Background: an optimization exercise with open tools, aiming at small area and a short achievable clock period. Do not read the settings as production practice. Function was checked by simulation only, so behaviour that the tests miss may differ from the original. Power figures rest on the tool's default switching activity, not on a simulated workload.

==> flow/run.sh <==
#!/bin/bash
# Layout flow: the standard synthesis, then the standard ORFS flow with a few
# extra make settings that only change how the layout is optimised:
#  - gate sizing is not limited to cells of the same footprint,
#  - ports are buffered with buf_2 instead of the delay cell buffer_ports picks.
# Each step's output goes to a log file of its own in this folder.
set -euo pipefail
SETUP_MARGIN=${SETUP_MARGIN:-5.6}
bash standard.sh synth > synth.log 2>&1
sed 's|"\${@:-finish}"|SETUP_SLACK_MARGIN='"$SETUP_MARGIN"' MATCH_CELL_FOOTPRINT=0 "BUFFER_PORTS_ARGS=-buffer_cell sky130_fd_sc_hd__buf_2" "${@:-finish}"|' standard.sh > layout.sh
grep -q 'MATCH_CELL_FOOTPRINT=0' layout.sh
bash layout.sh finish > layout.log 2>&1
test -s out/final.def
==> standard.sh <==
#!/bin/bash
# synth_recipe.tcl (not shown) runs the flow's synth.tcl, then flattens the netlist and writes it again
# the make line also repeats each setting of config.mk as NAME=value (left out here)
make -C /OpenROAD-flow-scripts/flow DESIGN_CONFIG=/design/flow/config.mk WORK_HOME=/design/flow/orfs CLKGATE_MAP_FILE= SYNTH_SCRIPT=/design/flow/synth_recipe.tcl "${@:-finish}"
==> config.mk <==
export PLATFORM = sky130hd
export DESIGN_NAME = switch_router_dsb
export DESIGN_NICKNAME = switch_router_dsb
export VERILOG_FILES = /design/flow/design.v
export SDC_FILE = /design/flow/constraint.sdc
export NUM_CORES = 8
export LEC_CHECK = 0
export CAP_MARGIN = 20
export CORE_MARGIN = 2
export CORE_UTILIZATION = 40
export CTS_BUF_LIST = sky130_fd_sc_hd__clkbuf_16
export CTS_CLUSTER_DIAMETER = 60
export CTS_CLUSTER_SIZE = 30
export SLEW_MARGIN = 20
==> constraint.sdc <==
create_clock -name core_clock -period 10.0 [get_ports {clk}]
set_input_delay 2.0000 -clock core_clock [delete_from_list [all_inputs] [get_ports {clk}]]
set_output_delay 2.0000 -clock core_clock [all_outputs]
set_load 0.01 [all_outputs]
==> design.v <==
`timescale 1ns/10ps
 `timescale 1ns/10ps
module switch_router_dsb (
    clk, rst, lx, ly,
    P_datain, P_dataout, P_reqin, P_ackout, P_ackin, P_reqout,
    S_datain, S_dataout, S_reqin, S_ackout, S_ackin, S_reqout,
    W_datain, W_dataout, W_reqin, W_ackout, W_ackin, W_reqout,
    N_datain, N_dataout, N_reqin, N_ackout, N_ackin, N_reqout,
    E_datain, E_dataout, E_reqin, E_ackout, E_ackin, E_reqout
);
input clk, rst;
input [2:0] lx, ly;
input P_reqin, P_ackout;
input S_reqin, S_ackout;
input W_reqin, W_ackout;
input N_reqin, N_ackout;
input E_reqin, E_ackout;
output P_ackin, P_reqout;
output S_ackin, S_reqout;
output W_ackin, W_reqout;
output N_ackin, N_reqout;
output E_ackin, E_reqout;
input [72-1:0] P_datain;
input [72-1:0] S_datain;
input [72-1:0] W_datain;
input [72-1:0] N_datain;
input [72-1:0] E_datain;
output [72-1:0] P_dataout;
output [72-1:0] S_dataout;
output [72-1:0] W_dataout;
output [72-1:0] N_dataout;
output [72-1:0] E_dataout;
localparam DW = 70;    
function [4:0] route;
    input [5:0] dest;
    input [2:0] x0, y0;
    begin
        if (dest[2:0] == x0) begin
            if (dest[5:3] == y0)     route = 5'b10000;
            else if (dest[5:3] > y0) route = 5'b00001;
            else                     route = 5'b00100;
        end else if (dest[2:0] > x0) route = 5'b01000;
        else                         route = 5'b00010;
    end
endfunction
function [4:0] rr;
    input [4:0] req, mask;
    reg [4:0] m, u;
    begin
        m  = req & mask;
        u  = (|m) ? m : req;
        rr = u & ~{|u[3:0], |u[2:0], |u[1:0], u[0], 1'b0};
    end
endfunction
function [4:0] above;
    input [4:0] g;
    begin
        above = {|g[3:0], |g[2:0], |g[1:0], g[0], 1'b0};
    end
endfunction
wire [5*72-1:0] din = {P_datain, E_datain, N_datain, W_datain, S_datain};
wire [4:0] reqin  = {P_reqin, E_reqin, N_reqin, W_reqin, S_reqin};
wire [4:0] ackout = {P_ackout, E_ackout, N_ackout, W_ackout, S_ackout};
wire [24:0]     hroute;    
wire [24:0]     hroute_n;  
wire [5*DW-1:0] ihead;     
wire [24:0]     occ;       
wire [24:0]     occ_n;     
wire [4:0]      mfull_n;   
wire [5*DW-1:0] mhead_n;   
wire [4:0]      ackin_w;
reg  [24:0] ig;            
reg  [24:0] imask;         
reg  [24:0] gnt;           
reg  [24:0] omask;         
reg  [24:0] fin;           
reg  [4:0]  taken, ipop, mpush;
reg  [5*DW-1:0] wdata;     
integer i, j, k;
always @* begin
    taken = 5'b0;
    for (i = 0; i < 5; i = i + 1) begin
        fin[i*5+:5] = ig[i*5+:5] & ~taken;
        taken = taken | ig[i*5+:5];
    end
    mpush = taken;
    for (i = 0; i < 5; i = i + 1)
        ipop[i] = |fin[i*5+:5];
    for (j = 0; j < 5; j = j + 1) begin
        wdata[j*DW+:DW] = {DW{1'b0}};
        for (i = 0; i < 5; i = i + 1)
            wdata[j*DW+:DW] = wdata[j*DW+:DW] | ({DW{fin[i*5+j]}} & ihead[i*DW+:DW]);
    end
end
reg [24:0] compat_n, ig_n, imask_n;
always @* begin
    for (i = 0; i < 5; i = i + 1) begin
        imask_n[i*5+:5] = (|ig[i*5+:5]) ? above(ig[i*5+:5]) : imask[i*5+:5];
        for (j = 0; j < 5; j = j + 1)
            compat_n[i*5+j] = ~mfull_n[j] & (|hroute_n[i*5+:5]) &
                              ((~|occ_n[j*5+:5]) | (|(occ_n[j*5+:5] & hroute_n[i*5+:5])));
        ig_n[i*5+:5] = rr(compat_n[i*5+:5], imask_n[i*5+:5]);
    end
end
always @(posedge clk or posedge rst) begin
    if (rst) begin
        ig    <= 25'b0;
        imask <= 25'b0;
    end else begin
        ig    <= ig_n;
        imask <= imask_n;
    end
end
genvar gi, gr;
generate
for (gi = 0; gi < 5; gi = gi + 1) begin : IN
    reg [7:0] th;            
    reg [6:0] rp, wp;        
    reg [DW-1:0] hi;         
    reg [4:0] hr;            
    reg [4:0] nr;            
    wire push = reqin[gi] & ~th[7];
    wire pop  = ipop[gi];
    wire [DW-1:0] d = din[gi*72 +: DW];
    wire [6:0] rpn = {rp[5:0], rp[6]};
    reg [DW-1:0] fhead;
    reg [5:0] nxt;           
    wire [DW*7-1:0] mem;
    for (gr = 0; gr < 7; gr = gr + 1) begin : ROW
        reg [DW-1:0] q;
        always @(posedge clk)
            if (wp[gr] & ~th[7]) q <= d;
        assign mem[gr*DW +: DW] = q;
    end
    integer r;
    always @* begin
        fhead = {DW{1'b0}};
        nxt   = 6'b0;
        for (r = 0; r < 7; r = r + 1) begin
            fhead = fhead | ({DW{rp[r]}}  & mem[r*DW +: DW]);
            nxt   = nxt   | ({6{rpn[r]}}  & mem[r*DW+58 +: 6]);
        end
    end
    wire [4:0] rin  = route(d[63:58], lx, ly);
    wire [4:0] rnxt = route(nxt, lx, ly);
    wire [4:0] hr_n = (pop ? th[1] : th[0]) ? (pop ? nr : hr) : (push ? rin : 5'b0);
    wire [4:0] nr_n = (pop ? th[2] : th[1]) ? (pop ? rnxt : nr) : rin;
    wire fpush = push & (th[1] | th[0] & ~pop);
    wire fpop  = pop & th[1];
    always @(posedge clk)
        if (pop | ~th[0]) hi <= th[1] ? fhead : d;
    always @(posedge clk or posedge rst) begin
        if (rst) begin
            th <= 8'b0;
            rp <= 7'b1;
            wp <= 7'b1;
            hr <= 5'b0;
            nr <= 5'b0;
        end else begin
            if (push & ~pop)      th <= {th[6:0], 1'b1};
            else if (pop & ~push) th <= {1'b0, th[7:1]};
            if (fpush) wp <= {wp[5:0], wp[6]};
            if (fpop)  rp <= rpn;
            hr <= hr_n;
            nr <= nr_n;
        end
    end
    assign hroute[gi*5+:5]   = hr;
    assign hroute_n[gi*5+:5] = hr_n;
    assign ihead[gi*DW+:DW]  = hi;
    assign ackin_w[gi]       = reqin[gi] & ~th[7];
end
endgenerate
assign S_ackin = ackin_w[0];
assign W_ackin = ackin_w[1];
assign N_ackin = ackin_w[2];
assign E_ackin = ackin_w[3];
assign P_ackin = ackin_w[4];
reg [4:0] mpop;
always @* begin
    for (j = 0; j < 5; j = j + 1) begin
        mpop[j] = 1'b0;
        for (k = 0; k < 5; k = k + 1)
            mpop[j] = mpop[j] | (gnt[k*5+j] & ackout[k]);
    end
end
generate
for (gi = 0; gi < 5; gi = gi + 1) begin : MM
    reg [7:0] th;            
    reg [6:0] rp, wp;        
    reg [4:0] oc;
    reg [DW-1:0] hd;
    wire push = mpush[gi];
    wire pop  = mpop[gi];
    wire many = th[1];
    wire lastpop = pop & ~many;
    reg [DW-1:0] fhead;
    wire [DW*7-1:0] mem;
    reg [4:0] wr;
    wire [DW-1:0] w = wdata[gi*DW +: DW];
    always @* begin
        wr = 5'b0;
        for (i = 0; i < 5; i = i + 1)
            wr = wr | ({5{fin[i*5+gi]}} & hroute[i*5+:5]);
    end
    wire [4:0] oc_n = (oc & {5{~lastpop}}) | wr;
    for (gr = 0; gr < 7; gr = gr + 1) begin : ROW
        reg [DW-1:0] q;
        always @(posedge clk)
            if (wp[gr] & ~th[7]) q <= w;
        assign mem[gr*DW +: DW] = q;
    end
    integer r;
    always @* begin
        fhead = {DW{1'b0}};
        for (r = 0; r < 7; r = r + 1)
            fhead = fhead | ({DW{rp[r]}} & mem[r*DW +: DW]);
    end
    wire fpush = push & many | push & th[0] & ~pop;
    wire fpop  = pop & many;
    wire [7:0] th_n = (push & ~pop) ? {th[6:0], 1'b1} :
                      (pop & ~push) ? {1'b0, th[7:1]} : th;
    wire [DW-1:0] hd_n = (many & pop) ? fhead :
                         (push & (~th[0] | pop)) ? w : hd;
    always @(posedge clk) hd <= hd_n;
    always @(posedge clk or posedge rst) begin
        if (rst) begin
            th <= 8'b0;
            rp <= 7'b1;
            wp <= 7'b1;
            oc <= 5'b0;
        end else begin
            th <= th_n;
            if (fpush) wp <= {wp[5:0], wp[6]};
            if (fpop)  rp <= {rp[5:0], rp[6]};
            oc <= oc_n;
        end
    end
    assign occ[gi*5+:5]       = oc;
    assign occ_n[gi*5+:5]     = oc_n;
    assign mfull_n[gi]        = th_n[7];
    assign mhead_n[gi*DW+:DW] = hd_n;
end
endgenerate
reg [4:0]  oreq_n, omask_n;
reg [24:0] gnt_n, omask_nx;
reg [4:0]  oreq, oreq_nx;
reg [5*DW-1:0] odata, odata_n;
always @* begin
    for (k = 0; k < 5; k = k + 1) begin
        for (j = 0; j < 5; j = j + 1)
            oreq_n[j] = occ_n[j*5+k];
        omask_n = (|gnt[k*5+:5]) ? above(gnt[k*5+:5]) : omask[k*5+:5];
        omask_nx[k*5+:5] = omask_n;
        gnt_n[k*5+:5] = rr(oreq_n, omask_n);
        oreq_nx[k] = |oreq_n;
        odata_n[k*DW+:DW] = {DW{1'b0}};
        for (j = 0; j < 5; j = j + 1)
            odata_n[k*DW+:DW] = odata_n[k*DW+:DW] | ({DW{gnt_n[k*5+j]}} & mhead_n[j*DW+:DW]);
    end
end
always @(posedge clk or posedge rst) begin
    if (rst) begin
        gnt   <= 25'b0;
        omask <= 25'b0;
        oreq  <= 5'b0;
    end else begin
        gnt   <= gnt_n;
        omask <= omask_nx;
        oreq  <= oreq_nx;
    end
end
always @(posedge clk) odata <= odata_n;
assign S_dataout = {2'b10, odata[0*DW+:DW]};
assign W_dataout = {2'b10, odata[1*DW+:DW]};
assign N_dataout = {2'b10, odata[2*DW+:DW]};
assign E_dataout = {2'b10, odata[3*DW+:DW]};
assign P_dataout = {2'b10, odata[4*DW+:DW]};
assign S_reqout = oreq[0];
assign W_reqout = oreq[1];
assign N_reqout = oreq[2];
assign E_reqout = oreq[3];
assign P_reqout = oreq[4];
endmodule
==> results.toml, run 1 <==
[status]
run_status = "finished clean"

[clocking]
root_buffer = "clkbuf_16"
numCtsBuffers = 415
cts_tree = "done"
cts_hold_buf = 0
clkLatencyLatePin_ns = 1.14
htreeDepth = 5
cts.clk_slew.worst_paths_ns = 0.08
clock_path_buffers = 4
cts_sinks = 6350

[logic_synthesis]
post-synth-top-count-cell = "edfxtp_1"
synth_area_um2 = 248000
postSynthCellCount = 16413
synth_common_cells = "5250 x edfxtp_1, 1846 x a22oi_1, 1091 x clkbuf_1"
ys_seq_area_share_pct = 73.4
synth-seq-cells = 6350
yosysWarnings = 1
synth_edf_count = 5250
synth-async-reset-ratio_pct = 6.30
ys.flop_type = "edfxtp_1"
synth_cell_types = 110
synth.avg_cell_area_um2 = 15.1
netlist_top_cells_area = "edfxtp_1 64%, dfxtp_1 5.7%, a22oi_1 5.6%, dfrtp_1 3.8%, a222oi_1 3.6%"
synth_top_area_cell = "edfxtp_1"
synth_top_cell_area_share_pct = 63.7

[final_layout]
syn_to_final_growth_pct = 14.4
fin_nets = 17320
drive_gt1_share_pct = 17.4
fin_cells = 25790

[global_routing]
grt_first_pass_wirelength_um = 1280000
grt_max_degree = 155
grtUsageTotal_pct = 29.3
antenna_found_initial = 356
grt-ovfl-total = 0
grt_pass1_vias = 150236

[floorplanning]
coreArea_um2 = 618000
design.die.area_um2 = 625000
initial_core_util_pct = 40.1
die_h_um = 791
num_rows = 289
die_w_um = 791
io_pins = 748

[worst_setup_path]
slowest_delay_ns = 0.29
critPathBufInv = 2
path_depth = 3
reg2reg_depth = 9
path_cells = "buf_12, nor2b_4, buf_6"
crit_family = "simple AND/OR/NAND/NOR gates"
cp_max_fo = 2
worstSetupPathType = "in -> out"
cp.required_ns = 8.00
cp-end-kind = "primary output"
critPathArrivalTime_ns = 2.56
critPathLaunchType = "primary input"
critical-path-slowest-cell = "nor2b_4"

[worst_hold_path]
hold_class = "reg -> reg"
min_path_cells = 1

[detailed_routing]
antenna_left = 0
totalWireLength_um = 967000
viasPerCell = 6.58
routedWlPerCell_um = 37.5
drc = 0
drt-initial-drc-count = 32024
vias = 169764
firstDrtPassIters = 12

[pwr]
peakVddDrop_v = 0.000364
p_per_area_nw_per_um2 = 319
leakagePower_nw = 93.6

[sta]
tightest_slew_ns = 1.45
timing.final.crit_share_pct = 45.6
finalClockSkew_ns = 0.105
hold_viol_final = 0
rsz0062_at_grt = "yes"
fin_crit_ns = 4.56
fin_setup_tns_ns = 0
finalWorstSetupSlack_ns = 5.44
max_clock_freq_ghz = 0.220
drv_slew = 0
maxSlewHeadroom_pct = 2.22
setup_viol = 0

[placement]
port_buffers = 727
placed_cells = 24411
globalplace.congestion = 0.984
preCtsSetupSlack_ns = 2.96
hpwlAfterDp_um = 637000

[flow_run]
max_cap_violations = 0
-- kinds of logic (layout without fill, tap and decap cells) --
kind of cell	Yosys count	after routing	synth area share [%]
flops	6350	6350	73.4
compound gates	5453	5453	17.0
simple gates	2187	2195	4.00
buf+inv	1755	2565	2.74
mux	591	591	2.48
fa+ha+maj	72	72	0.364
xor+xnor	3	3	0.0106
other cells	2	413	0.00303
-- layer usage --
| layer | track usage [%] | vias up | share of wire (%) |
|---|---|---|---|
| met2 | 41.9 | 12424 | 42 |
| li1 | - | 69039 | - |
| met1 | 38.0 | 85878 | 36 |
| met3 | 12.7 | 2271 | 16 |
| met4 | 14.6 | 152 | 6.4 |
| met5 | 0 | - | 0.14 |
-- worst register-to-register path, stage by stage (launching register included) --
cell	delay, ns
dfrtp_4	0.65
nor4_4	0.75
and2_2	0.28
buf_4	0.51
buf_6	0.54
a221o_1	0.60
mux2i_1	0.17
o21ai_2	0.59
o21ai_0	0.23
o221ai_1	0.11
-- report_power, final --
group          total (mW)  internal (mW)  leakage [nW]  switching, mW
Sequential           36.1           33.2          58.8           2.89
Combinational        34.7           9.14          27.3           25.6
Clock                19.7           9.01          7.51           10.7
-- worst paths after layout --
kind                        startpoint          end  slack, ns
max reg2reg                      ig[0]   odata[298]       5.47
min reg2reg                IN[4].wp[3]  IN[4].wp[4]       0.51
min                        IN[4].wp[3]  IN[4].wp[4]       0.51
max                            S_reqin      S_ackin       5.44
min in group asynchronous          rst  IN[2].wp[3]       1.20
max in group asynchronous          rst  MM[3].rp[5]       7.18
-- state kept, by name, indices dropped and copies added, names as in the netlist --
name and cells:
imask 25, ig 25, IN.wp 35, IN.th 40
MM.wp 35, IN.hi 350, MM.th 40, MM.rp 35
IN.hr 25, IN.ROW.q 2450, odata 350, IN.rp 35
MM.ROW.q 2450, MM.hd 350, IN.nr 25, gnt 25
oreq 5, MM.oc 25, omask 25
-- timing repair --
action                                  4_1_cts  5_1_grt
endpoints found under the setup margin      506      371
resized for setup                           314      250
pin swaps                                    43       66
buffers inserted                             86       76
gates cloned                                 11       16
-- cells in the final DEF (no fill, tap or decap), types with 144 or more instances in the layout --
| cell type | instances |
|---|---|
| diode_2 | 403 |
| o21ai_0 | 609 |
| a41oi_1 | 260 |
| nand2_1 | 666 |
| clkbuf_16 | 438 |
| edfxtp_1 | 5250 |
| buf_2 | 713 |
| a21oi_1 | 388 |
| a22oi_1 | 1839 |
| mux2_2 | 144 |
| buf_4 | 473 |
| inv_1 | 416 |
| dfxtp_1 | 700 |
| a221o_1 | 350 |
| a222oi_1 | 889 |
| dfrtp_1 | 301 |
| nand3_1 | 420 |
| nor2_1 | 724 |
| mux2i_1 | 435 |
| o221ai_1 | 370 |
-- final cells by class --
type | instances | area (um2)
Antenna cell | 403 | 1010
Clock buffer | 425 | 10600
Clock inverter | 361 | 4910
Fill cell | 53407 | 335000
Inverter | 445 | 1770
Multi-Input combinational cell | 8324 | 63300
Sequential cell | 6350 | 182000
Tap cell | 8148 | 10200
Timing Repair Buffer | 1333 | 9660
Timing Repair inverter | 1 | 8.76
-- through the flow --
step	utilization, %	cell area [um2]	power, mW	hold WS, ns
2_1_floorplan	-	249000	50.4	0.448
3_3_place_gp	42.4	262000	64.7	0.491
3_5_place_dp	42.4	262000	65.2	0.492
4_1_cts	45.3	280000	86.1	0.497
5_1_grt	45.8	283000	91.8	0.533
6_report	45.8	283000	90.5	0.506
==> inputs of run 2 (changes only) <==
--- a/design.v
+++ b/design.v
@@ -114,61 +114,76 @@
 genvar gi, gr;
 generate
 for (gi = 0; gi < 5; gi = gi + 1) begin : IN
-    reg [7:0] th;            
-    reg [6:0] rp, wp;        
+    reg [3:0] cnt;           
+    reg       room;          
+    reg [6:0] rp;            
+    reg [2:0] wp;            
     reg [DW-1:0] hi;         
     reg [4:0] hr;            
     reg [4:0] nr;            
-    wire push = reqin[gi] & ~th[7];
+    wire full = cnt[3];
+    wire ne   = |cnt;                                    
+    wire ge2  = cnt[3] | cnt[2] | cnt[1];                
+    wire ge3  = cnt[3] | cnt[2] | (cnt[1] & cnt[0]);     
+    wire push = reqin[gi] & room;
     wire pop  = ipop[gi];
     wire [DW-1:0] d = din[gi*72 +: DW];
     wire [6:0] rpn = {rp[5:0], rp[6]};
-    reg [DW-1:0] fhead;
+    wire [2:0] wpn = (wp == 3'd6) ? 3'd0 : wp + 3'd1;
     reg [5:0] nxt;           
     wire [DW*7-1:0] mem;
     for (gr = 0; gr < 7; gr = gr + 1) begin : ROW
         reg [DW-1:0] q;
         always @(posedge clk)
-            if (wp[gr] & ~th[7]) q <= d;
+            if (wp == gr && !full) q <= d;
         assign mem[gr*DW +: DW] = q;
     end
     integer r;
     always @* begin
-        fhead = {DW{1'b0}};
         nxt   = 6'b0;
         for (r = 0; r < 7; r = r + 1) begin
-            fhead = fhead | ({DW{rp[r]}}  & mem[r*DW +: DW]);
             nxt   = nxt   | ({6{rpn[r]}}  & mem[r*DW+58 +: 6]);
         end
     end
     wire [4:0] rin  = route(d[63:58], lx, ly);
     wire [4:0] rnxt = route(nxt, lx, ly);
-    wire [4:0] hr_n = (pop ? th[1] : th[0]) ? (pop ? nr : hr) : (push ? rin : 5'b0);
-    wire [4:0] nr_n = (pop ? th[2] : th[1]) ? (pop ? rnxt : nr) : rin;
-    wire fpush = push & (th[1] | th[0] & ~pop);
-    wire fpop  = pop & th[1];
+    wire [4:0] hr_n = (pop ? ge2 : ne) ? (pop ? nr : hr) : (push ? rin : 5'b0);
+    wire [4:0] nr_n = (pop ? ge3 : ge2) ? (pop ? rnxt : nr) : rin;
+    wire fpush = push & (ge2 | ne & ~pop);
+    wire fpop  = pop & ge2;
+    reg [DW-1:0] hi_n;
+    always @* begin
+        hi_n = {DW{~ge2}} & d;
+        for (r = 0; r < 7; r = r + 1)
+            hi_n = hi_n | ({DW{rp[r] & ge2}} & mem[r*DW +: DW]);
+    end
     always @(posedge clk)
-        if (pop | ~th[0]) hi <= th[1] ? fhead : d;
+        if (pop | ~ne) hi <= hi_n;
+    always @(posedge clk) nr <= nr_n;
     always @(posedge clk or posedge rst) begin
         if (rst) begin
-            th <= 8'b0;
-            rp <= 7'b1;
-            wp <= 7'b1;
-            hr <= 5'b0;
-            nr <= 5'b0;
+            cnt  <= 4'd0;
+            room <= 1'b1;
+            rp   <= 7'b1;
+            wp   <= 3'd0;
+            hr   <= 5'b0;
         end else begin
-            if (push & ~pop)      th <= {th[6:0], 1'b1};
-            else if (pop & ~push) th <= {1'b0, th[7:1]};
-            if (fpush) wp <= {wp[5:0], wp[6]};
+            if (push & ~pop) begin
+                cnt  <= cnt + 4'd1;
+                room <= (cnt != 4'd7);
+            end else if (pop & ~push) begin
+                cnt  <= cnt - 4'd1;
+                room <= 1'b1;
+            end
+            if (fpush) wp <= wpn;
             if (fpop)  rp <= rpn;
             hr <= hr_n;
-            nr <= nr_n;
         end
     end
     assign hroute[gi*5+:5]   = hr;
     assign hroute_n[gi*5+:5] = hr_n;
     assign ihead[gi*DW+:DW]  = hi;
-    assign ackin_w[gi]       = reqin[gi] & ~th[7];
+    assign ackin_w[gi]       = reqin[gi] & room;
 end
 endgenerate
 assign S_ackin = ackin_w[0];
@@ -186,15 +201,19 @@
 end
 generate
 for (gi = 0; gi < 5; gi = gi + 1) begin : MM
-    reg [7:0] th;            
-    reg [6:0] rp, wp;        
+    reg [3:0] cnt;           
+    reg [6:0] rp;            
+    reg [2:0] wp;            
     reg [4:0] oc;
     reg [DW-1:0] hd;
+    wire full = cnt[3];
+    wire ne   = |cnt;
+    wire many = cnt[3] | cnt[2] | cnt[1];                
     wire push = mpush[gi];
     wire pop  = mpop[gi];
-    wire many = th[1];
     wire lastpop = pop & ~many;
-    reg [DW-1:0] fhead;
+    wire [6:0] rpn = {rp[5:0], rp[6]};
+    wire [2:0] wpn = (wp == 3'd6) ? 3'd0 : wp + 3'd1;
     wire [DW*7-1:0] mem;
     reg [4:0] wr;
     wire [DW-1:0] w = wdata[gi*DW +: DW];
@@ -207,38 +226,39 @@
     for (gr = 0; gr < 7; gr = gr + 1) begin : ROW
         reg [DW-1:0] q;
         always @(posedge clk)
-            if (wp[gr] & ~th[7]) q <= w;
+            if (wp == gr && !full) q <= w;
         assign mem[gr*DW +: DW] = q;
     end
+    wire fpush = push & many | push & ne & ~pop;
+    wire fpop  = pop & many;
+    wire full_n = (push & ~pop) ? (cnt == 4'd7) : (pop & ~push) ? 1'b0 : full;
+    wire sf = many & pop;
+    wire sw = ~sf & push & (~ne | pop);
+    reg [DW-1:0] hd_n;
     integer r;
     always @* begin
-        fhead = {DW{1'b0}};
+        hd_n = ({DW{sw}} & w) | ({DW{~sf & ~sw}} & hd);
         for (r = 0; r < 7; r = r + 1)
-            fhead = fhead | ({DW{rp[r]}} & mem[r*DW +: DW]);
-    end
-    wire fpush = push & many | push & th[0] & ~pop;
-    wire fpop  = pop & many;
-    wire [7:0] th_n = (push & ~pop) ? {th[6:0], 1'b1} :
-                      (pop & ~push) ? {1'b0, th[7:1]} : th;
-    wire [DW-1:0] hd_n = (many & pop) ? fhead :
-                         (push & (~th[0] | pop)) ? w : hd;
+            hd_n = hd_n | ({DW{rp[r] & sf}} & mem[r*DW +: DW]);
+    end
     always @(posedge clk) hd <= hd_n;
     always @(posedge clk or posedge rst) begin
         if (rst) begin
-            th <= 8'b0;
-            rp <= 7'b1;
-            wp <= 7'b1;
-            oc <= 5'b0;
+            cnt <= 4'd0;
+            rp  <= 7'b1;
+            wp  <= 3'd0;
+            oc  <= 5'b0;
         end else begin
-            th <= th_n;
-            if (fpush) wp <= {wp[5:0], wp[6]};
-            if (fpop)  rp <= {rp[5:0], rp[6]};
+            if (push & ~pop)      cnt <= cnt + 4'd1;
+            else if (pop & ~push) cnt <= cnt - 4'd1;
+            if (fpush) wp <= wpn;
+            if (fpop)  rp <= rpn;
             oc <= oc_n;
         end
     end
     assign occ[gi*5+:5]       = oc;
     assign occ_n[gi*5+:5]     = oc_n;
-    assign mfull_n[gi]        = th_n[7];
+    assign mfull_n[gi]        = full_n;
     assign mhead_n[gi*DW+:DW] = hd_n;
 end
 endgenerate
==> run 2 against run 1 <==
Global-route usage rose by 1.9 points. Still clean. Total power rose by 14%. Worst hold slack got worse by 0.026 ns. Clock skew rose by 0.022 ns.
==> results.toml, run 2 <==
[status]
run_status = "finished clean"

[worst_setup_path]
path_cells = "nor3_2, and2_4, buf_4, a221o_1, a221oi_2, o221ai_1"
worstSetupPathType = "reg -> reg"
cp.required_ns = 11.00
critPathLaunchType = "flop"
reg2reg_depth = 6
cp-end-kind = "flop"
regToRegEndpoint = "odata[329]"
timing.rr.start = "ig[14]"
critPathArrivalTime_ns = 5.50
reg2reg_slack_ns = 5.50
cp_max_fo = 45
critical-path-slowest-cell = "a221o_1"
slowest_delay_ns = 1.02

[sta]
max_clock_freq_ghz = 0.222
setup_viol = 0
hold_ws_ns = 0.480
fin_setup_tns_ns = 0
tightest_slew_ns = 1.25
drv_slew = 0
hold_viol_final = 0
fin_crit_ns = 4.50
maxSlewHeadroom_pct = 16.3
rsz0062_at_grt = "yes"
timing.final.crit_share_pct = 45.0
finalClockSkew_ns = 0.127

[detailed_routing]
antenna_left = 0
routedWlPerCell_um = 39.3
drc = 0
viasPerCell = 6.65
firstDrtPassIters = 11
drt-initial-drc-count = 32696
totalWireLength_um = 1030000
vias = 174994

[floorplanning]
coreArea_um2 = 615000
initial_core_util_pct = 40.1
die_h_um = 789
num_rows = 288
die_w_um = 789
io_pins = 748
design.die.area_um2 = 623000

[logic_synthesis]
post-synth-top-count-cell = "edfxtp_1"
synthMuxAreaShare_pct = 0.428
synth.avg_cell_area_um2 = 14.7
synth_area_um2 = 247000
synth-compound-area-share_pct = 18.0
postSynthCellCount = 16817
synth_common_cells = "5275 x edfxtp_1, 1557 x a22oi_1, 1142 x clkbuf_1"
synth_top_area_cell = "edfxtp_1"
synth-async-reset-ratio_pct = 4.78
synth_top_cell_area_share_pct = 64.2
synthXorXnorAreaFrac_pct = 0.142
yosysWarnings = 1
synth_cell_types = 98
synthSimpleGateAreaFrac_pct = 5.22
synth_top_family_by_area = "compound AO/OA/AOI/OAI gates"
ys.flop_type = "edfxtp_1"
synth-seq-cells = 6275
ys_seq_area_share_pct = 73.0
synthAdderAreaFrac_pct = 0.614
synth_edf_count = 5275
netlist_top_cells_area = "edfxtp_1 64%, dfxtp_1 5.7%, a22oi_1 4.7%, dfrtp_1 2.9%, a221o_1 2.6%"

[final_layout]
layout_commonest_cell = "edfxtp_1"
fillers = 53572
syn_to_final_growth_pct = 14.5
final_cell_mix = "5275 x edfxtp_1, 1553 x a22oi_1, 939 x nand2_1, 828 x nor2_1, 795 x a21oi_1"
fin_nets = 17786
drive_gt1_share_pct = 16.4
fin_cells = 26326
reg_top3 = "IN.ROW.q: 2450 flops, MM.ROW.q: 2450 flops"

[clocking]
cts.clk_slew.worst_paths_ns = 0.09
clkLatencyLatePin_ns = 1.12
cts_tree = "done"
root_buffer = "clkbuf_16"
cts_sinks = 6275
clock_path_buffers = 4
htreeDepth = 5
numCtsBuffers = 419

[global_routing]
grt_first_pass_wirelength_um = 1350000
grt-ovfl-total = 0
grtUsageTotal_pct = 31.2
grt_max_degree = 144
grt_pass1_vias = 153689
antenna_found_initial = 390

[worst_hold_path]
min_path_cells = 2
hold_path_end = "MM[4].hd[4]"
hold_class = "reg -> reg"
min_from = "MM[4].hd[4]"

[pwr]
peakVddDrop_v = 0.000416
p_per_area_nw_per_um2 = 367
leakagePower_nw = 93.5

[placement]
port_buffers = 727
hpwlAfterDp_um = 666000
globalplace.congestion = 0.998
placed_cells = 24766

[flow_run]
max_cap_violations = 0
==> run 2: cell types whose count changed after synthesis, sizes merged, moves of 139 or more <==
cell / before / now
mux2i: 446 / 2
o21ai: 796 / 506
a221o: 356 / 630
a21oi: 430 / 814
a221oi: 22 / 443
a41oi: 352 / 2
nand2: 685 / 953
a31oi: 20 / 373
a22oi: 1847 / 1557
a222oi: 889 / 586
and3: 27 / 166
==> run 2: where the power goes <==
part	leakage [nW]	total [mW]	internal, mW	switching (mW)
logic	27.7	41.8	9.95	31.9
registers	58.2	41.8	37.6	4.15
clock network	7.62	19.9	9.16	10.7
==> run 2: worst max path at each step <==
stage,endpoint,cells past startpoint,startpoint
global placement,odata[309],15,P_ackout
CTS,ig[19],14,ig[4]
finish,odata[329],6,ig[14]
global route,ig[24],13,E_ackout
floorplan,IN[2].ROW[5].q[0],3,IN[2].wp[0]
detailed placement,odata[309],15,S_ackout
==> run 2: timing repair <==
item,CTS,global route
cloned,23,26
setup endpoints to repair,654,380
pin swaps,43,55
hold buffers,0,0
buffers inserted,90,84
gates resized for setup,381,267
==> run 2: per-stage QoR <==
| step | util [%] | power, mW | setup WS, ns | cell area, um2 |
|---|---|---|---|---|
| 3_3_place_gp | 42.3 | 75.2 | 2.58 | 260000 |
| 5_1_grt | 45.8 | 105 | 5.47 | 282000 |
| 6_report | 45.9 | 103 | 5.50 | 282000 |
| 3_5_place_dp | 42.3 | 75.8 | 2.57 | 260000 |
| 4_1_cts | 45.3 | 98.2 | 5.32 | 278000 |
| 2_1_floorplan | - | 58.1 | 3.45 | 247000 |
==> run 2: logic make-up after synthesis <==
logic type | Yosys count
other cells | 2
simple gates | 2852
fa+ha+maj | 115
flops | 6275
buf+inv | 1672
compound gates | 5767
xor+xnor | 40
mux | 94
==> run 2: metal layers <==
| metal | vias to the layer above | GRT usage, % | share of wire (%) |
|---|---|---|---|
| met5 | - | 0.298 | 0.16 |
| met4 | 198 | 17.9 | 7.2 |
| met3 | 2615 | 15.0 | 17 |
| met2 | 13386 | 42.8 | 40 |
| met1 | 88199 | 40.1 | 35 |
| li1 | 70596 | - | - |
==> run 2: critical path, delay by kind of cell, from the launching register on <==
kind | cells | cell delay [ns]
buf+inv | 1 | 0.77
flops | 1 | 0.65
compound gates | 3 | 1.65
simple gates | 2 | 1.24
==> run 2: final cells by class <==
class	instances	area [um2]	area share (%)
Antenna cell	541	1350	0.480
Clock buffer	424	10600	3.76
Clock inverter	369	5170	1.83
Inverter	324	1270	0.449
Multi-Input combinational cell	8890	63200	22.4
Sequential cell	6275	180000	63.8
Tap cell	8120	10200	3.60
Timing Repair Buffer	1383	10400	3.70
==> inputs of run 3 (changes only) <==
==> flow/run.sh (replaced) <==
#!/bin/bash
# Layout flow: the standard synthesis, then the standard ORFS flow with a few
# extra make settings that only change how the layout is optimised:
#  - gate sizing is not limited to cells of the same footprint,
#  - ports are buffered with buf_2 instead of the delay cell buffer_ports picks,
#  - clock tree: clusters of up to 30 sinks within 60 um, clkbuf_16 only, and no
#    dummy loads (the tree is not padded with extra load cells for balancing).
# Each step's output goes to a log file of its own in this folder.
set -euo pipefail
SETUP_MARGIN=${SETUP_MARGIN:-5.6}
CTS="-sink_clustering_enable -repair_clock_nets -sink_clustering_size 30 -sink_clustering_max_diameter 60 -buf_list sky130_fd_sc_hd__clkbuf_16 -dont_use_dummy_load"
bash standard.sh synth > synth.log 2>&1
sed 's|"\${@:-finish}"|SETUP_SLACK_MARGIN='"$SETUP_MARGIN"' MATCH_CELL_FOOTPRINT=0 "BUFFER_PORTS_ARGS=-buffer_cell sky130_fd_sc_hd__buf_2" "CTS_ARGS='"$CTS"'" "${@:-finish}"|' standard.sh > layout.sh
grep -q 'dont_use_dummy_load' layout.sh
bash layout.sh finish > layout.log 2>&1
test -s out/final.def
--- a/config.mk
+++ b/config.mk
@@ -8,7 +8,4 @@
 export CAP_MARGIN = 20
 export CORE_MARGIN = 2
 export CORE_UTILIZATION = 40
-export CTS_BUF_LIST = sky130_fd_sc_hd__clkbuf_16
-export CTS_CLUSTER_DIAMETER = 60
-export CTS_CLUSTER_SIZE = 30
 export SLEW_MARGIN = 20
==> run 3 against run 2 <==
Register-to-register slack improved by 0.02 ns. Cell area decreased by 1.6%. Still clean on timing, DRC and antenna. Sequential share of layout area rose by 1.1 points. Combinational power is 3% higher. Maximum frequency rose by 0.37%. Clock skew is 0.064 ns higher.
==> results.toml, run 3 <==
[status]
run_status = "finished clean"

[global_routing]
grt_max_degree = 144
grt_pass1_vias = 153171
grtUsageMet1_pct = 39.9
grt_busiest_layer = "met2"
antenna_found_initial = 395
grt-ovfl-total = 0
grtUsageTotal_pct = 31.1
grt_use_met2_pct = 42.7
grt_first_pass_wirelength_um = 1350000
use_met3_pct = 14.9

[worst_setup_path]
slowest_delay_ns = 1.04
critPathBufInv = 1
cp_max_fo = 45
regToRegEndpoint = "odata[153]"
timing.rr.start = "ig[14]"
crit_family = "compound AO/OA/AOI/OAI gates"
critPathLaunchType = "flop"
cp.required_ns = 10.98
worstSetupPathType = "reg -> reg"
critPathArrivalTime_ns = 5.47
critical-path-slowest-cell = "a221o_1"
path_cells = "nor3_2, and2_4, buf_4, a221o_1, a221oi_2, o221ai_1"
reg2reg_slack_ns = 5.51
cp-end-kind = "flop"
reg2reg_depth = 6

[final_layout]
reg_top3 = "IN.ROW.q: 2450 flops, MM.ROW.q: 2450 flops"
syn_to_final_growth_pct = 12.6
seqCellArea_um2 = 180000
fin_cells = 25998
final_core_util_pct = 45.2
drive_gt1_share_pct = 15.2
fin_nets = 17812
fillers = 53983
final_cell_mix = "5275 x edfxtp_1, 1552 x a22oi_1, 933 x nand2_1, 828 x nor2_1, 794 x a21oi_1"
layout_commonest_cell = "edfxtp_1"
multi_input_area_um2 = 63400
fin_area_um2 = 278000

[detailed_routing]
vias = 175308
viasPerCell = 6.74
drt-initial-drc-count = 33373
routedWlPerCell_um = 40.2
drc = 0
firstDrtPassIters = 17
totalWireLength_um = 1040000
antenna_left = 0

[sta]
drv_slew = 0
max_clock_freq_ghz = 0.223
fin_crit_ns = 4.49
setup_viol = 0
hold_ws_ns = 0.481
hold_viol_final = 0
rsz0062_at_grt = "yes"
timing.final.crit_share_pct = 44.9
tightest_slew_ns = 1.17
maxSlewHeadroom_pct = 21.6
fin_setup_tns_ns = 0
finalClockSkew_ns = 0.191

[logic_synthesis]
synth_cell_types = 98
postSynthCellCount = 16817
ys.flop_type = "edfxtp_1"
synth_top_area_cell = "edfxtp_1"
synth-seq-cells = 6275
synth_common_cells = "5275 x edfxtp_1, 1557 x a22oi_1, 1142 x clkbuf_1"
yosysWarnings = 1
synth.avg_cell_area_um2 = 14.7
synth_area_um2 = 247000
synth_edf_count = 5275
post-synth-top-count-cell = "edfxtp_1"
ys_seq_area_share_pct = 73.0
synth-async-reset-ratio_pct = 4.78
synth_top_cell_area_share_pct = 64.2
netlist_top_cells_area = "edfxtp_1 64%, dfxtp_1 5.7%, a22oi_1 4.7%, dfrtp_1 2.9%, a221o_1 2.6%"

[pwr]
peakVddDrop_v = 0.000441
leakagePower_nw = 91.4
p_per_area_nw_per_um2 = 363

[clocking]
cts_tree = "done"
numCtsBuffers = 419
htreeDepth = 5
clkLatencyLatePin_ns = 1.14
cts_hold_buf = 0
cts_sinks = 6275
root_buffer = "clkbuf_16"
cts.clk_slew.worst_paths_ns = 0.08
clock_path_buffers = 4

[placement]
hpwlAfterDp_um = 666000
globalplace.congestion = 0.998
placed_cells = 24766
port_buffers = 727
placed_area_um2 = 260000

[worst_hold_path]
min_from = "MM[4].hd[4]"
min_path_cells = 2
hold_path_end = "MM[4].hd[4]"
hold_class = "reg -> reg"

[floorplanning]
coreArea_um2 = 615000
num_rows = 288
die_h_um = 789
io_pins = 748
initial_core_util_pct = 40.1
design.die.area_um2 = 623000
die_w_um = 789

[flow_run]
max_cap_violations = 0
## run 3: metal layers
metal	routed length (um)	vias to the layer above
met5	1700	-
met4	79200	218
met3	177000	2895
met2	422000	13928
met1	365000	88077
li1	-	70190
## run 3: timing repair
action	4_1_cts	5_1_grt
setup endpoints to repair	622	433
buffers inserted	86	98
pin swaps	44	67
gates resized for setup	415	317
gates cloned	22	44
## run 3: how the worst max path moves through the flow
| stage | startpoint | to | slack [ns] | cells past startpoint |
|---|---|---|---|---|
| 3_5_place_dp | S_ackout | odata[309] | 2.57 | 15 |
| 2_1_floorplan | IN[2].wp[0] | IN[2].ROW[5].q[0] | 3.45 | 3 |
| 3_3_place_gp | P_ackout | odata[309] | 2.58 | 15 |
| 5_1_grt | ly[1] | ig[23] | 5.49 | 15 |
| 6_report | ig[14] | odata[153] | 5.51 | 6 |
| 4_1_cts | N_ackout | odata[268] | 5.36 | 19 |
## run 3: layout make-up
| class | count | area share, % |
|---|---|---|
| Timing Repair Buffer | 1409 | 3.90 |
| Antenna cell | 561 | 0.506 |
| Sequential cell | 6275 | 64.8 |
| Multi-Input combinational cell | 8890 | 22.9 |
| Clock buffer | 419 | 3.78 |
| Tap cell | 8120 | 3.66 |
| Inverter | 324 | 0.458 |
## run 3: power by group
group          switching, mW  internal (mW)
Clock                   8.50           7.36
Combinational           32.7           10.3
Sequential              4.18           37.7
Total                   45.4           55.3
## run 3: cells by family after synthesis
logic type	Yosys count	synth area share (%)
AO/OA/AOI/OAI	5767	18.0
XOR/XNOR	40	0.142
adder cells (fa/ha/maj)	115	0.614
buffers and inverters	1672	2.63
flip-flops	6275	73.0
multiplexers	94	0.428
other	2	0.00305
AND/OR/NAND/NOR	2852	5.22
## run 3: worst register-to-register path, stage by stage (launching register included)
cell	delay [ns]
dfrtp_1	0.65
nor3_2	0.68
and2_4	0.62
buf_4	0.79
a221o_1	1.06
a221oi_2	0.30
o221ai_1	0.29
## run 3: through the flow
step	setup WS [ns]	power [mW]
floorplan	3.45	58.1
detailed placement	2.57	75.8
CTS	5.36	94.0
global route	5.49	101
finish	5.51	101
global placement	2.58	75.2
==> inputs of run 4 (changes only) <==
==> flow/run.sh (replaced) <==
#!/bin/bash
# Layout flow: the standard synthesis, then the standard ORFS flow with a few
# extra make settings that only change how the layout is optimised:
#  - gate sizing is not limited to cells of the same footprint,
#  - ports are buffered with buf_2 instead of the delay cell buffer_ports picks,
#  - clock tree: clusters of up to 30 sinks within 60 um, clkbuf_16 only, and no
#    dummy loads (the tree is not padded with extra load cells for balancing),
#  - before detailed routing, flow/pre_drt.tcl repairs max slew/capacitance again
#    (the timing repair after global routing can leave some behind).
# Each step's output goes to a log file of its own in this folder.
set -euo pipefail
SETUP_MARGIN=${SETUP_MARGIN:-5.7}
CTS="-sink_clustering_enable -repair_clock_nets -sink_clustering_size 30 -sink_clustering_max_diameter 60 -buf_list sky130_fd_sc_hd__clkbuf_16 -dont_use_dummy_load"
HOOK="$PWD/flow/pre_drt.tcl"
test -s "$HOOK"
bash standard.sh synth > synth.log 2>&1
sed 's|"\${@:-finish}"|SETUP_SLACK_MARGIN='"$SETUP_MARGIN"' MATCH_CELL_FOOTPRINT=0 "BUFFER_PORTS_ARGS=-buffer_cell sky130_fd_sc_hd__buf_2" "CTS_ARGS='"$CTS"'" PRE_DETAIL_ROUTE_TCL='"$HOOK"' "${@:-finish}"|' standard.sh > layout.sh
grep -q 'dont_use_dummy_load' layout.sh
grep -q 'PRE_DETAIL_ROUTE_TCL' layout.sh
bash layout.sh finish > layout.log 2>&1
test -s out/final.def
==> flow/pre_drt.tcl (new file) <==
# Before detailed routing: repair max slew / max capacitance violations that
# the timing repair after global routing may have left (it upsizes loads),
# then legalize and update the global routes of the changed nets.
puts "pre-route repair_design"
if { [env_var_exists_and_non_empty DONT_USE_CELLS] } {
  set_dont_use $::env(DONT_USE_CELLS)
}
set_propagated_clock [all_clocks]
estimate_parasitics -global_routing
report_check_types -max_slew -max_capacitance -violators
repair_design -slew_margin 30 -cap_margin 30 -verbose
global_route -start_incremental
detailed_placement
global_route -end_incremental
estimate_parasitics -global_routing
report_check_types -max_slew -max_capacitance -violators
report_worst_slack -max
==> run 4 against run 3 <==
Still clean on timing, DRC and antenna. Cell area is 0.59% higher. Synthesized cell count is the same. Sequential share of layout area is 0.38 points lower. Cell count up 0.34%. Critical path depth rose by 13. First-iteration DRC count grew 2.4%. Worst hold slack got worse by 0.0014 ns. Clock skew shrank 0.0054 ns. Global-route usage is 0.46 points higher. Sequential cell count is the same. Critical path type is now in -> reg. Critical endpoint is now odata[329]. Largest cell class unchanged.
==> results.toml, run 4 <==
[logic_synthesis]
synthMuxAreaShare_pct = 0.428
synth-async-reset-ratio_pct = 4.78
synth_top_area_cell = "edfxtp_1"
synth-compound-area-share_pct = 18.0
synthXorXnorAreaFrac_pct = 0.142
synth_edf_count = 5275
yosysWarnings = 1
synth_top_family_by_area = "compound AO/OA/AOI/OAI gates"
synthAdderAreaFrac_pct = 0.614
synth.avg_cell_area_um2 = 14.7
synth_area_um2 = 247000
ys.flop_type = "edfxtp_1"
synth_common_cells = "5275 x edfxtp_1, 1557 x a22oi_1, 1142 x clkbuf_1"
synthSimpleGateAreaFrac_pct = 5.22
post-synth-top-count-cell = "edfxtp_1"
synth-seq-cells = 6275
synth_cell_types = 98
postSynthCellCount = 16817
synth_top_cell_area_share_pct = 64.2
netlist_top_cells_area = "edfxtp_1 64%, dfxtp_1 5.7%, a22oi_1 4.7%, dfrtp_1 2.9%, a221o_1 2.6%"
ys_seq_area_share_pct = 73.0

[sta]
setup_viol = 0
tightest_slew_ns = 1.15
finalClockSkew_ns = 0.186
rsz0062_at_grt = "yes"
fin_setup_tns_ns = 0
hold_viol_final = 0
hold_ws_ns = 0.480
maxSlewHeadroom_pct = 23.4
drv_slew = 0
fin_crit_ns = 4.52
timing.final.crit_share_pct = 45.2
max_clock_freq_ghz = 0.221

[detailed_routing]
vias = 176574
routedWlPerCell_um = 40.5
totalWireLength_um = 1060000
viasPerCell = 6.77
drt-initial-drc-count = 34163
firstDrtPassIters = 17
drc = 0
antenna_left = 0

[global_routing]
grtUsageTotal_pct = 31.5
grt_first_pass_wirelength_um = 1360000
antenna_found_initial = 397
grt_pass1_vias = 153943
grt-ovfl-total = 0
grt_max_degree = 144

[clocking]
cts_tree = "done"
root_buffer = "clkbuf_16"
numCtsBuffers = 419
clkLatencyLatePin_ns = 1.12
cts.clk_slew.worst_paths_ns = 0.08
htreeDepth = 5
cts_sinks = 6275
clock_path_buffers = 4

[placement]
hpwlAfterDp_um = 666000
placed_area_um2 = 260000
port_buffers = 727
globalplace.congestion = 0.998

[floorplanning]
num_rows = 288
io_pins = 748
initial_core_util_pct = 40.1
die_w_um = 789
design.die.area_um2 = 623000
coreArea_um2 = 615000
die_h_um = 789

[final_layout]
final_cell_mix = "5275 x edfxtp_1, 1552 x a22oi_1, 934 x nand2_1, 827 x nor2_1, 792 x a21oi_1"
drive_gt1_share_pct = 15.9
fin_area_um2 = 279000
syn_to_final_growth_pct = 13.2
fin_nets = 17884
layout_commonest_cell = "edfxtp_1"
reg_top3 = "IN.ROW.q: 2450 flops, MM.ROW.q: 2450 flops"

[worst_setup_path]
reg2reg_depth = 8
reg2reg_slack_ns = 5.52
cp-end-kind = "flop"
cp_max_fo = 8
critPathLaunchType = "primary input"
crit_start = "P_ackout"
regToRegEndpoint = "odata[234]"
timing.rr.start = "ig[14]"
cp-endpoint = "odata[329]"
worstSetupPathType = "in -> reg"
critPathArrivalTime_ns = 5.44
cp.required_ns = 10.91

[pwr]
peakVddDrop_v = 0.000506
leakagePower_nw = 92.0
p_per_area_nw_per_um2 = 369

[worst_hold_path]
hold_class = "reg -> reg"

[flow_run]
max_cap_violations = 0

[status]
run_status = "finished clean"
==> run 4: cell types whose count changed in the layout (fill, tap and decap cells not counted), moves of 5 or more <==
cell       change
o31ai_2        +6
buf_2          -5
a221o_2       +32
buf_16        +10
diode_2       +17
clkbuf_16     +11
buf_12        +17
buf_6         +11
buf_4         +17
buf_8         +10
o31ai_1        -5
inv_1          -5
a221o_1       -33
==> run 4: kinds of logic (layout without fill, tap and decap cells) <==
kind of cell / after synthesis / in the layout
simple gates: 2852 / 2863
other cells: 2 / 588
fa+ha+maj: 115 / 115
xor+xnor: 40 / 40
buf+inv: 1672 / 2223
mux: 94 / 94
compound gates: 5767 / 5769
flops: 6275 / 6275
==> run 4: what timing repair did <==
action                                  CTS  global route
hold endpoints to repair                  0             0
setup buffers                           129           104
endpoints found under the setup margin  713           407
pin swaps                                64            93
hold buffers                              0             0
cloned                                   41            47
gates resized for setup                 511           362
==> run 4: worst min path at each step <==
| stage | slack (ns) | end | depth (start not counted) | startpoint |
|---|---|---|---|---|
| global route | 0.50 | MM[4].hd[4] | 2 | MM[4].hd[4] |
| CTS | 0.48 | MM[4].hd[4] | 2 | MM[4].hd[4] |
| finish | 0.48 | MM[4].hd[4] | 2 | MM[4].hd[4] |
| floorplan | 0.44 | imask[23] | 2 | imask[23] |
| global placement | 0.46 | IN[3].room | 2 | IN[3].room |
| detailed placement | 0.45 | IN[3].room | 2 | IN[3].room |
==> run 4: critical path, stage by stage <==
cell,delay [ns]
buf_2,0.15
a22oi_1,0.14
a21o_4,0.28
buf_6,0.14
a2111oi_4,0.40
inv_2,0.13
a222oi_1,0.27
buf_4,0.18
o211ai_1,0.16
a21oi_4,0.24
buf_6,0.14
buf_12,0.11
nor2_4,0.04
buf_12,0.14
buf_12,0.16
buf_16,0.16
a221o_1,0.35
o31ai_2,0.06
o221ai_1,0.15
==> run 4: report_power, final <==
part	internal (mW)	switching [mW]	total, mW
clock network	7.36	8.52	15.9
logic	11.3	33.9	45.2
registers	37.7	4.20	41.9
==> run 4: per-stage QoR <==
step                total power [mW]  instances  util [%]  setup WS (ns)
floorplan                       58.1      16825         -           3.45
global placement                75.2      24764      42.3           2.58
detailed placement              75.8      24766      42.3           2.57
CTS                             95.5      25355      44.6           5.54
global route                     103      25904      45.3           5.42
finish                           103      26087      45.4           5.48
==> run 4: layout make-up <==
class / instances / area, um2
diodes: 578 / 1450
clock buffers: 419 / 10500
fillers: 53801 / 335000
inverters: 324 / 1300
multi-input cells: 8891 / 63700
flip-flops and latches: 6275 / 180000
well taps: 8120 / 10200
repair buffers: 1480 / 12100
==> run 4: layer usage <==
metal  share of wire [%]  vias to the layer above  GRT usage [%]
met5                0.20                        -          0.298
met4                 7.7                      222           18.5
met3                  17                     3062           15.5
met2                  40                    14250           43.2
met1                  35                    88665           40.1
li1                    -                    70375              -
==> inputs of run 5 (changes only) <==
==> flow/run.sh (replaced) <==
#!/bin/bash
# Layout flow: the standard synthesis, then the standard ORFS flow with a few
# extra make settings that only change how the layout is optimised:
#  - gate sizing is not limited to cells of the same footprint,
#  - ports are buffered with buf_1 instead of the delay cell buffer_ports picks,
#  - clock tree: clusters of up to 30 sinks within 60 um, clkbuf_16 only, and no
#    dummy loads (the tree is not padded with extra load cells for balancing),
#  - before detailed routing, flow/pre_drt.tcl repairs max slew/capacitance again
#    (the timing repair after global routing can leave some behind).
# Each step's output goes to a log file of its own in this folder.
set -euo pipefail
SETUP_MARGIN=${SETUP_MARGIN:-5.6}
CTS="-sink_clustering_enable -repair_clock_nets -sink_clustering_size 30 -sink_clustering_max_diameter 60 -buf_list sky130_fd_sc_hd__clkbuf_16 -dont_use_dummy_load"
HOOK="$PWD/flow/pre_drt.tcl"
test -s "$HOOK"
bash standard.sh synth > synth.log 2>&1
sed 's|"\${@:-finish}"|SETUP_SLACK_MARGIN='"$SETUP_MARGIN"' MATCH_CELL_FOOTPRINT=0 "BUFFER_PORTS_ARGS=-buffer_cell sky130_fd_sc_hd__buf_1" "CTS_ARGS='"$CTS"'" PRE_DETAIL_ROUTE_TCL='"$HOOK"' "${@:-finish}"|' standard.sh > layout.sh
grep -q 'dont_use_dummy_load' layout.sh
grep -q 'PRE_DETAIL_ROUTE_TCL' layout.sh
bash layout.sh finish > layout.log 2>&1
test -s out/final.def
==> run 5 against run 4 <==
The layout now fails its checks (antenna violations). Total power shrank 4.1%. Clock power about the same. Synthesized area unchanged. Non-clock buffer count is 103 lower. Maximum frequency fell by 3.4%. Critical path depth down 4. Utilization is 0.57 points lower. Die area unchanged. Sequential power hardly changed. Cell count shrank 1.1%. Clock-buffer cell count down 8. Sequential cell count did not move.
==> results.toml, run 5 <==
[worst_hold_path]
hold_path_end = "MM[3].hd[64]"
hold_class = "reg -> reg"
min_path_cells = 2
min_from = "MM[3].hd[64]"

[detailed_routing]
vias = 173452
totalWireLength_um = 1020000
antenna_left = 1
firstDrtPassIters = 14
routedWlPerCell_um = 39.5
drc = 0
viasPerCell = 6.73
drt-initial-drc-count = 33449

[sta]
tightest_slew_ns = 1.23
hold_viol_final = 0
fin_setup_tns_ns = 0
setup_viol = 0
max_clock_freq_ghz = 0.213
rsz0062_at_grt = "yes"
maxSlewHeadroom_pct = 18.0
timing.final.crit_share_pct = 46.8
drv_slew = 0
finalClockSkew_ns = 0.170
fin_crit_ns = 4.68

[clocking]
numCtsBuffers = 411
htreeDepth = 5
cts.clk_slew.worst_paths_ns = 0.10
root_buffer = "clkbuf_16"
clock_path_buffers = 4
cts_sinks = 6275
clkLatencyLatePin_ns = 1.13
cts_tree = "done"

[logic_synthesis]
post-synth-top-count-cell = "edfxtp_1"
yosysWarnings = 1
synth-async-reset-ratio_pct = 4.78
ys_seq_area_share_pct = 73.0
synth_edf_count = 5275
synth_cell_types = 98
netlist_top_cells_area = "edfxtp_1 64%, dfxtp_1 5.7%, a22oi_1 4.7%, dfrtp_1 2.9%, a221o_1 2.6%"
synth_top_area_cell = "edfxtp_1"
synth-seq-cells = 6275
synth_top_cell_area_share_pct = 64.2
ys.flop_type = "edfxtp_1"
synth_area_um2 = 247000
postSynthCellCount = 16817
synth.avg_cell_area_um2 = 14.7
synth_common_cells = "5275 x edfxtp_1, 1557 x a22oi_1, 1142 x clkbuf_1"

[pwr]
switchingPower_mw = 43.8
swShare_pct = 44.4
internal_power_mw = 54.9
leakagePower_nw = 88.6
peakVddDrop_v = 0.000648
pwr-share-clk_pct = 15.9
pwr-share-seq_pct = 42.4
p_per_area_nw_per_um2 = 358
power.total_mw = 98.8
p_comb_share_pct = 41.7

[floorplanning]
coreArea_um2 = 615000
io_pins = 748
num_rows = 288
die_h_um = 789
die_w_um = 789
design.die.area_um2 = 623000
initial_core_util_pct = 40.1

[global_routing]
antenna_found_initial = 363
grt_first_pass_wirelength_um = 1340000
grtUsageTotal_pct = 30.8
grt_max_degree = 144
grt-ovfl-total = 0
grt_pass1_vias = 153489

[worst_setup_path]
critPathLaunchType = "flop"
cp_max_fo = 71
cp.required_ns = 10.91
worstSetupPathType = "reg -> reg"
critPathArrivalTime_ns = 5.59
reg2reg_depth = 15
crit_start = "ig[6]"
reg2reg_slack_ns = 5.32
cp-end-kind = "flop"
timing.rr.start = "ig[6]"
regToRegEndpoint = "odata[169]"

[status]
so_faults = "antenna violations"
run_status = "complete, but fails checks"

[placement]
globalplace.congestion = 1.01
hpwlAfterDp_um = 663000
port_buffers = 727

[final_layout]
reg_top3 = "IN.ROW.q: 2450 flops, MM.ROW.q: 2450 flops"
layout_commonest_cell = "edfxtp_1"
fillers = 54103
drive_gt1_share_pct = 10.7
seqCellArea_um2 = 180000
fin_nets = 17766
final_cell_mix = "5275 x edfxtp_1, 1553 x a22oi_1, 940 x nand2_1, 829 x nor2_1, 795 x a21oi_1"
syn_to_final_growth_pct = 11.8
multi_input_area_um2 = 63300

[flow_run]
max_cap_violations = 0
==> run 5: cell counts after synthesis <==
No cell type changed its count.
==> run 5: power by group through the flow <==
stage / registers, mW / logic [mW] / clock network (mW)
after CTS: 41.7 / 36.0 / 15.6
after detailed placement: 42.2 / 33.1 / 0
final: 41.9 / 41.2 / 15.7
after floorplan: 40.6 / 17.6 / 0
after global routing: 42.2 / 41.0 / 16.5
after global placement: 42.0 / 32.7 / 0
==> run 5: worst max-delay path by stage <==
stage / slack [ns] / end / depth (start not counted)
after floorplan: 3.45 / IN[2].ROW[5].q[0] / 3
after global placement: 2.51 / odata[0] / 13
after detailed placement: 2.45 / odata[0] / 13
after CTS: 5.59 / odata[159] / 10
after global routing: 5.39 / odata[304] / 19
final: 5.32 / odata[169] / 15
==> run 5: area by class of cell <==
type,count,area share (%)
flip-flops and latches,6275,65.3
repair buffers,1377,3.54
inverters,324,0.458
clock buffers,411,3.73
multi-input cells,8884,22.9
well taps,8120,3.68
diodes,399,0.362
==> run 5: critical path: stages (launching register included) <==
cell       delay [ns]
dfrtp_2          0.55
buf_12           0.31
inv_4            0.29
a31oi_1          0.28
o211ai_1         0.21
a21oi_1          0.38
o22ai_1          0.12
a211o_1          0.34
nand2_1          0.09
nand2_1          0.10
clkinv_2         0.08
buf_12           0.23
nor3b_2          0.10
clkbuf_16        0.22
a222oi_1         0.60
o221ai_1         0.31
==> run 5: logic make-up (layout without fill, tap and decap cells) <==
logic type | count (synthesis) | count (layout) | share of synthesized area, %
and+or+nand+nor | 2852 | 2856 | 5.22
adders and majority gates | 115 | 115 | 0.614
DFF | 6275 | 6275 | 73.0
buffers and inverters | 1672 | 2112 | 2.63
xor gates and xnor gates | 40 | 40 | 0.142
other | 2 | 409 | 0.00305
AOI/OAI and AO/OA | 5767 | 5769 | 18.0
muxes | 94 | 94 | 0.428
==> run 5: layer usage <==
metal	global-route usage [%]	wire [um]	vias up
met4	17.0	74700	196
met5	0.328	1540	-
li1	-	-	69901
met1	39.6	359000	86971
met2	42.8	414000	13619
met3	14.3	168000	2765
==> run 5: stage by stage <==
stage                     util, %  hold slack, ns  area [um2]  worst slack, ns  std cells
after CTS                    44.3           0.484      272000             5.59      25283
final                        44.9           0.467      276000             5.32      25790
after global placement       42.1           0.456      259000             2.51      24754
after floorplan                 -           0.441      247000             3.45      16825
after detailed placement     42.1           0.456      259000             2.45      24760
after global routing         44.8           0.503      275000             5.39      25634
==> run 5: repair_timing <==
item | in CTS | in global routing
setup buffers | 90 | 66
setup endpoints to repair | 641 | 379
hold buffers | 0 | 0
pin swaps | 48 | 62
gates cloned | 22 | 27
gates resized for setup | 482 | 268
==> inputs of run 6 (changes only) <==
==> flow/run.sh (replaced) <==
#!/bin/bash
# Layout flow: the standard synthesis, then the standard ORFS flow with a few
# extra make settings that only change how the layout is optimised:
#  - gate sizing is not limited to cells of the same footprint,
#  - ports are buffered with buf_2 instead of the delay cell buffer_ports picks,
#  - clock tree: clusters of up to 30 sinks within 60 um, clkbuf_16 only, and no
#    dummy loads (the tree is not padded with extra load cells for balancing),
#  - before detailed routing, flow/pre_drt.tcl repairs max slew/capacitance again
#    (the timing repair after global routing can leave some behind).
#  - up to 10 antenna repair rounds after detailed routing (ORFS default 5).
# Each step's output goes to a log file of its own in this folder.
set -euo pipefail
SETUP_MARGIN=${SETUP_MARGIN:-5.6}
CTS="-sink_clustering_enable -repair_clock_nets -sink_clustering_size 30 -sink_clustering_max_diameter 60 -buf_list sky130_fd_sc_hd__clkbuf_16 -dont_use_dummy_load"
HOOK="$PWD/flow/pre_drt.tcl"
test -s "$HOOK"
bash standard.sh synth > synth.log 2>&1
sed 's|"\${@:-finish}"|SETUP_SLACK_MARGIN='"$SETUP_MARGIN"' MATCH_CELL_FOOTPRINT=0 "BUFFER_PORTS_ARGS=-buffer_cell sky130_fd_sc_hd__buf_2" "CTS_ARGS='"$CTS"'" PRE_DETAIL_ROUTE_TCL='"$HOOK"' MAX_REPAIR_ANTENNAS_ITER_DRT=10 "${@:-finish}"|' standard.sh > layout.sh
grep -q 'dont_use_dummy_load' layout.sh
grep -q 'PRE_DETAIL_ROUTE_TCL' layout.sh
bash layout.sh finish > layout.log 2>&1
test -s out/final.def
--- a/config.mk
+++ b/config.mk
@@ -8,4 +8,5 @@
 export CAP_MARGIN = 20
 export CORE_MARGIN = 2
 export CORE_UTILIZATION = 40
+export PLACE_DENSITY = 0.7
 export SLEW_MARGIN = 20
==> run 6 against run 5 <==
Largest power group is now combinational cells. Now clean on timing, DRC and antenna. Sequential power barely moved. Total power rose by 1.2%. Worst hold slack improved by 0.021 ns. Wire length fell by 0.31%.
==> results.toml, run 6 <==
[detailed_routing]
viasPerCell = 6.85
routedWlPerCell_um = 39.2
drt-initial-drc-count = 38824
vias = 177484
drc = 0
firstDrtPassIters = 22
antenna_left = 0
totalWireLength_um = 1010000

[logic_synthesis]
synth_common_cells = "5275 x edfxtp_1, 1557 x a22oi_1, 1142 x clkbuf_1"
yosysWarnings = 1
synth-seq-cells = 6275
post-synth-top-count-cell = "edfxtp_1"
synth_cell_types = 98
synth_edf_count = 5275
synth.avg_cell_area_um2 = 14.7
postSynthCellCount = 16817
synth-async-reset-ratio_pct = 4.78
synth_area_um2 = 247000
synth_top_cell_area_share_pct = 64.2
netlist_top_cells_area = "edfxtp_1 64%, dfxtp_1 5.7%, a22oi_1 4.7%, dfrtp_1 2.9%, a221o_1 2.6%"
ys_seq_area_share_pct = 73.0
synth_top_area_cell = "edfxtp_1"
ys.flop_type = "edfxtp_1"

[clocking]
cts_tree = "done"
root_buffer = "clkbuf_16"
clkLatencyLatePin_ns = 1.12
htreeDepth = 5
cts.clk_slew.worst_paths_ns = 0.07
numCtsBuffers = 375
clock_path_buffers = 4
cts_sinks = 6275

[worst_setup_path]
cp.required_ns = 10.98
path_depth = 7
critical-path-slowest-cell = "a221o_1"
crit_start = "ig[3]"
reg2reg_depth = 7
critPathArrivalTime_ns = 5.58
critPathBufInv = 2
timing.rr.start = "ig[3]"
reg2reg_slack_ns = 5.40
path_cells = "or4_1, nor2_4, buf_4, buf_4, a221o_1, a221oi_1, o221ai_1"
critPathLaunchType = "flop"
critPathMostFrequentCell = "buf_4"
regToRegEndpoint = "odata[210]"
crit_family = "compound AO/OA/AOI/OAI gates"
cp-endpoint = "odata[210]"
cp-end-kind = "flop"
cp_max_fo = 38
slowest_delay_ns = 0.97
worstSetupPathType = "reg -> reg"

[final_layout]
syn_to_final_growth_pct = 12.2
layout_commonest_cell = "edfxtp_1"
final_cell_mix = "5275 x edfxtp_1, 1554 x a22oi_1, 940 x nand2_1, 826 x nor2_1, 793 x a21oi_1"
fin_cells = 25902
drive_gt1_share_pct = 14.9
fin_nets = 17732
reg_top3 = "IN.ROW.q: 2450 flops, MM.ROW.q: 2450 flops"

[sta]
hold_viol_final = 0
hold_ws_ns = 0.488
fin_crit_ns = 4.60
maxSlewHeadroom_pct = 20.0
drv_slew = 0
finalClockSkew_ns = 0.138
rsz0062_at_grt = "yes"
tightest_slew_ns = 1.20
timing.final.crit_share_pct = 46.0
setup_viol = 0
max_clock_freq_ghz = 0.218
fin_setup_tns_ns = 0

[floorplanning]
num_rows = 288
die_h_um = 789
initial_core_util_pct = 40.1
coreArea_um2 = 615000
io_pins = 748
design.die.area_um2 = 623000
die_w_um = 789

[global_routing]
grt_max_degree = 144
grt-ovfl-total = 0
grt_pass1_vias = 155588
grtUsageTotal_pct = 30.2
antenna_found_initial = 409
grt_first_pass_wirelength_um = 1320000

[placement]
port_buffers = 727
globalplace.congestion = 1.02
placed_cells = 24726
hpwlAfterDp_um = 643000

[status]
run_status = "finished clean"

[flow_run]
max_cap_violations = 0

[pwr]
peakVddDrop_v = 0.000647
leakagePower_nw = 90.6
p_per_area_nw_per_um2 = 361

[worst_hold_path]
hold_class = "reg -> reg"
[run 6: changes by cell type in the layout (fill, tap and decap cells not counted), sizes merged]
cell,change
inv,-4
clkinv,+2
buf,+15
or4,+2
diode,+146
clkbuf,-60
and2,+4
a21oi,+1
nand3,+3
clkinvlp,+2
nand2,+1
[run 6: area by class of cell]
| cell class | instances | area (um2) |
|---|---|---|
| fillers | 53180 | 338000 |
| flip-flops and latches | 6275 | 180000 |
| well taps | 8120 | 10200 |
| diodes | 545 | 1360 |
| multi-input cells | 8895 | 63600 |
| clock buffers | 375 | 9380 |
| inverters | 324 | 1280 |
| repair buffers | 1368 | 10700 |
[run 6: cell families after synthesis]
| kind of cell | Yosys count | share of synthesized area, % |
|---|---|---|
| flip-flops | 6275 | 73.0 |
| AND/OR/NAND/NOR | 2852 | 5.22 |
| XOR/XNOR | 40 | 0.142 |
| adder cells (fa/ha/maj) | 115 | 0.614 |
| AO/OA/AOI/OAI | 5767 | 18.0 |
| multiplexers | 94 | 0.428 |
| other | 2 | 0.00305 |
| buffers and inverters | 1672 | 2.63 |
[run 6: metrics by stage]
step | power [mW] | area [um2] | utilization (%) | setup WS (ns)
global route | 100 | 276000 | 44.9 | 5.42
finish | 100 | 277000 | 45.0 | 5.40
detailed placement | 75.0 | 259000 | 42.2 | 2.82
floorplan | 58.1 | 247000 | - | 3.45
CTS | 92.5 | 272000 | 44.3 | 5.50
global placement | 74.2 | 259000 | 42.2 | 2.87
[run 6: per-layer routing]
| layer | global-route usage [%] | vias up | part of all wire [%] |
|---|---|---|---|
| li1 | - | 70010 | - |
| met1 | 36.2 | 87239 | 32 |
| met2 | 40.6 | 16336 | 39 |
| met3 | 18.2 | 3663 | 20 |
| met4 | 19.2 | 236 | 8.5 |
| met5 | 1.01 | - | 0.25 |
[run 6: power by group]
| group | switching (mW) | leakage, nW | internal [mW] |
|---|---|---|---|
| logic | 32.8 | 27.8 | 10.4 |
| clock network | 8.19 | 4.62 | 6.62 |
| registers | 4.24 | 58.2 | 37.7 |
[run 6: repair_timing]
item,CTS,global route
pin swaps,51,81
setup buffers,95,85
gates cloned,24,47
hold buffers,0,0
setup endpoints to repair,594,390
resized for setup,486,283
[run 6: worst min path at each step]
| stage | startpoint | to | slack, ns | depth (start not counted) |
|---|---|---|---|---|
| floorplan | imask[23] | imask[23] | 0.44 | 2 |
| detailed placement | IN[3].room | IN[3].room | 0.45 | 2 |
| global placement | IN[3].room | IN[3].room | 0.46 | 2 |
| finish | imask[13] | imask[13] | 0.49 | 1 |
| global route | omask[12] | omask[12] | 0.52 | 1 |
| CTS | imask[13] | imask[13] | 0.49 | 1 |

-- re-timing with driven ports --
How much do the figures lean on ideal ports? The routed layouts below were timed once more, with nothing changed but the port constraints.
Step 1, drivers: a clkbuf_16 drives clk and a buf_2 each remaining input, both assumed.
Step 2 also shifts input and output timing later by t, the mid clock arrival at the registers, as if the neighbouring blocks saw the same clock.
a / b / c = ideal / step 1 / step 2; a / b = the first two.
| run | t (ns) | slack for setup (ns) | worst setup path at the end | worst register clock-pin slew, ns | worst data-port slew with drivers (ns) |
|---|---|---|---|---|---|
| run 1 | 1.225 | 5.444 / 5.377 / 4.276 | input to register | 0.11 / 0.11 | 0.25 |
| run 2 | 1.202 | 5.498 / 5.498 / 4.317 | input to register | 0.11 / 0.11 | 0.24 |
| run 3 | 1.182 | 5.514 / 5.514 / 4.367 | input to register | 0.11 / 0.11 | 0.25 |
| run 4 | 1.179 | 5.476 / 5.488 / 4.309 | input to register | 0.11 / 0.11 | 0.25 |
| run 5 | 1.187 | 5.315 / 5.315 / 4.145 | input to register | 0.11 / 0.11 | 0.27 |
| run 6 | 1.169 | 5.404 / 5.404 / 4.264 | input to register | 0.11 / 0.11 | 0.27 |
The setup slack of run 2, which loses most, moves by 0.000 ns with the drivers and by -1.181 ns with both steps.
